Source: an optimization exercise on an open RTL-to-GDS flow (aim: small area, a short achievable clock period and few clock cycles). Production flows keep margins and buffers that such runs may drop.
RTL that was checked went through simulation tests only; none was proved equivalent to the original.
Power figures rest on the tool's default switching activity, not on a simulated workload.

Setup of v25:
==> flow/design.v (excerpt) <==
module CORDIC #(parameter integer W = 32)
(
    input wire clk,
    input wire start,
    input wire signed [31:0] x,
    input wire signed [31:0] y,
    output wire signed [W-1:0]phi,
    output wire done
);
Size in the first run: roughly 110 flip-flops, roughly 99 I/O pins, roughly 0.015 mm2 of cells after synthesis.
==> flow/config.mk <==
export PLATFORM = sky130hd
export DESIGN_NAME = CORDIC
export DESIGN_NICKNAME = CORDIC
export VERILOG_FILES = /design/flow/design.v
export SDC_FILE = /design/flow/constraint.sdc
export NUM_CORES = 4
export LEC_CHECK = 0
export ABC_AREA = 1
export CAP_MARGIN = 20
export CORE_MARGIN = 2
export CORE_UTILIZATION = 40
export SETUP_SLACK_MARGIN = 4
export SLEW_MARGIN = 20
export SYNTH_HIERARCHICAL = 1
export SYNTH_MINIMUM_KEEP_SIZE = 0
==> flow/constraint.sdc <==
create_clock -name core_clock -period 7.5 [get_ports {clk}]
set_input_delay 1.5000 -clock core_clock [delete_from_list [all_inputs] [get_ports {clk}]]
set_output_delay 1.5000 -clock core_clock [all_outputs]
set_load 0.01 [all_outputs]
run.sh (not shown) runs the stock make flow with config.mk's settings and CLKGATE_MAP_FILE= SYNTH_SCRIPT=/design/flow/synth_recipe.tcl, a recipe that flattens the netlist after the stock synthesis.
v25 completed every stage of the flow, and the final layout passed the timing, design-rule and antenna checks.
The inputs of v21 differ from those of v25 as listed below.
--- a/flow/design.v
+++ b/flow/design.v
@@ -53,28 +53,27 @@
 endmodule
 module cordic_shr (input wire [31:0] a, input wire [4:0] s, output wire [31:0] o);
 wire [31:0] l0 = s[0] ? {{1{a[31]}}, a[31:1]} : a;
 wire [31:0] l1 = s[1] ? {{2{l0[31]}}, l0[31:2]} : l0;
 wire [31:0] l2 = s[2] ? {{4{l1[31]}}, l1[31:4]} : l1;
 wire [31:0] l3 = s[3] ? {{8{l2[31]}}, l2[31:8]} : l2;
 wire [31:0] l4 = s[4] ? {{16{l3[31]}}, l3[31:16]} : l3;
 assign o = l4;
 endmodule
-module cordic_addsub1 (input wire [31:0] a, input wire [31:0] ax, input wire [31:0] src, input wire [4:0] s, input wire cin, input wire ld, input wire [31:0] din, output wire [31:0] o);
-wire [31:0] l0 = s[0] ? {{1{src[31]}}, src[31:1]} : src;
-wire [31:0] l1 = s[1] ? {{2{l0[31]}}, l0[31:2]} : l0;
-wire [31:0] l2 = s[2] ? {{4{l1[31]}}, l1[31:4]} : l1;
-wire [31:0] l3 = s[3] ? {{8{l2[31]}}, l2[31:8]} : l2;
-wire [31:0] l4 = s[4] ? {{16{l3[31]}}, l3[31:16]} : l3;
-wire [31:0] p = ax ^ l4;
-wire [31:0] g1 = a & ~p;
-wire [31:0] g = {g1[31:1], g1[0] | (p[0] & cin)};
-wire [31:0] sm;
+module cordic_addsub (input wire [31:0] a, input wire [31:0] src, input wire [4:0] s, input wire inv, input wire ld, input wire [31:0] din, output wire [31:0] o);
+wire [31:0] ax;
+cordic_xor u_x (.a(a), .s(inv), .o(ax));
+wire [31:0] p, g;
+cordic_shpg u_pg (.a(a), .ax(ax), .src(src), .s(s), .cin(inv), .p(p), .g(g));
+cordic_pfxl u_pfx (.p(p), .g(g), .cin(inv), .ld(ld), .din(din), .o(o));
+endmodule
+module cordic_pfxl (input wire [31:0] p, input wire [31:0] g, input wire cin, input wire ld, input wire [31:0] din, output wire [31:0] o);
+wire [31:0] s;
 wire G0_1 = g[1] | (p[1] & g[0]);
 wire G0_3 = g[3] | (p[3] & g[2]);
 wire P0_3 = p[3] & p[2];
 wire G0_5 = g[5] | (p[5] & g[4]);
 wire P0_5 = p[5] & p[4];
 wire G0_7 = g[7] | (p[7] & g[6]);
 wire P0_7 = p[7] & p[6];
 wire G0_9 = g[9] | (p[9] & g[8]);
 wire P0_9 = p[9] & p[8];
@@ -192,25 +191,30 @@
 wire G4_23 = G2_23 | (P2_23 & G3_15);
 wire G4_24 = G3_24 | (P3_24 & G3_15);
 wire G4_25 = G3_25 | (P3_25 & G3_15);
 wire G4_26 = G3_26 | (P3_26 & G3_15);
 wire G4_27 = G3_27 | (P3_27 & G3_15);
 wire G4_28 = G3_28 | (P3_28 & G3_15);
 wire G4_29 = G3_29 | (P3_29 & G3_15);
 wire G4_30 = G3_30 | (P3_30 & G3_15);
 wire G4_31 = G3_31 | (P3_31 & G3_15);
-assign sm = p ^ {G4_30, G4_29, G4_28, G4_27, G4_26, G4_25, G4_24, G4_23, G4_22, G4_21, G4_20, G4_19, G4_18, G4_17, G4_16, G3_15, G3_14, G3_13, G3_12, G3_11, G3_10, G3_9, G3_8, G2_7, G2_6, G2_5, G2_4, G1_3, G1_2, G0_1, g[0], cin};
-assign o = ld ? din : sm;
+assign s = p ^ {G4_30, G4_29, G4_28, G4_27, G4_26, G4_25, G4_24, G4_23, G4_22, G4_21, G4_20, G4_19, G4_18, G4_17, G4_16, G3_15, G3_14, G3_13, G3_12, G3_11, G3_10, G3_9, G3_8, G2_7, G2_6, G2_5, G2_4, G1_3, G1_2, G0_1, g[0], cin};
+assign o = ld ? din : s;
 endmodule
-module cordic_addsub (input wire [31:0] a, input wire [31:0] src, input wire [4:0] s, input wire inv, input wire ld, input wire [31:0] din, output wire [31:0] o);
-wire [31:0] ax;
-cordic_xor u_x (.a(a), .s(inv), .o(ax));
-cordic_addsub1 u_a (.a(a), .ax(ax), .src(src), .s(s), .cin(inv), .ld(ld), .din(din), .o(o));
+module cordic_shpg (input wire [31:0] a, input wire [31:0] ax, input wire [31:0] src, input wire [4:0] s, input wire cin, output wire [31:0] p, output wire [31:0] g);
+wire [31:0] l0 = s[0] ? {{1{src[31]}}, src[31:1]} : src;
+wire [31:0] l1 = s[1] ? {{2{l0[31]}}, l0[31:2]} : l0;
+wire [31:0] l2 = s[2] ? {{4{l1[31]}}, l1[31:4]} : l1;
+wire [31:0] l3 = s[3] ? {{8{l2[31]}}, l2[31:8]} : l2;
+wire [31:0] l4 = s[4] ? {{16{l3[31]}}, l3[31:16]} : l3;
+assign p = ax ^ l4;
+wire [31:0] g1 = a & ~p;
+assign g = {g1[31:1], g1[0] | (p[0] & cin)};
 endmodule
 module cordic_xor (input wire [31:0] a, input wire s, output wire [31:0] o);
 assign o = a ^ {32{s}};
 endmodule
 module cordic_pgx (input wire [31:0] a, input wire [31:0] ax, input wire [31:0] b, input wire cin, output wire [31:0] p, output wire [31:0] g);
 assign p = ax ^ b;
 wire [31:0] g1 = a & ~p;
 assign g = {g1[31:1], g1[0] | (p[0] & cin)};
 endmodule
==> comparison <==
v21 against v25: overall power of the completed layout -0.40 mW, highest net fanout along the worst path increased 1, critical path arrival dropped 0.02 ns. Of v21 and v25, v21 shows the lower cell-internal power, with v25 above it. v21: multi-input logic area is 2.6% lower than what v25 reported. v21 did not stop at any stage, and its layout met the timing, design-rule and antenna checks.
Testbench counts of v21, summed over its fixed seeds: cycles 22,400.
No functional check of the RTL was part of v25.

[static timing again, ports no longer ideal]
The results above use ideal ports. As a check the final layouts listed here were re-extracted and re-timed, cells and wires unchanged.
Step 1 (the two cells are an assumption about what drives the block):
set clk [get_ports {clk}]
set_driving_cell -lib_cell sky130_fd_sc_hd__clkbuf_16 $clk
set_driving_cell -lib_cell sky130_fd_sc_hd__buf_2 [delete_from_list [all_inputs] $clk]
Step 2 also shifts input and output timing later by t, the mid clock arrival at the registers, as if the neighbouring blocks saw the same clock.
Three values: ideal ports, drivers, drivers and shift; two values: the first two.
run | shift t [ns] | slack for setup (ns) | worst slew at a driven data input, ns
v25 | 0.453 | 4.060 / 4.001 / 4.100 | 0.04
v21 | 0.443 | 4.078 / 4.027 / 3.904 | 0.04
After both steps every run listed still meets setup and hold. The setup slack of v21, which loses most, moves by -0.051 ns with the drivers and by -0.174 ns with both steps.
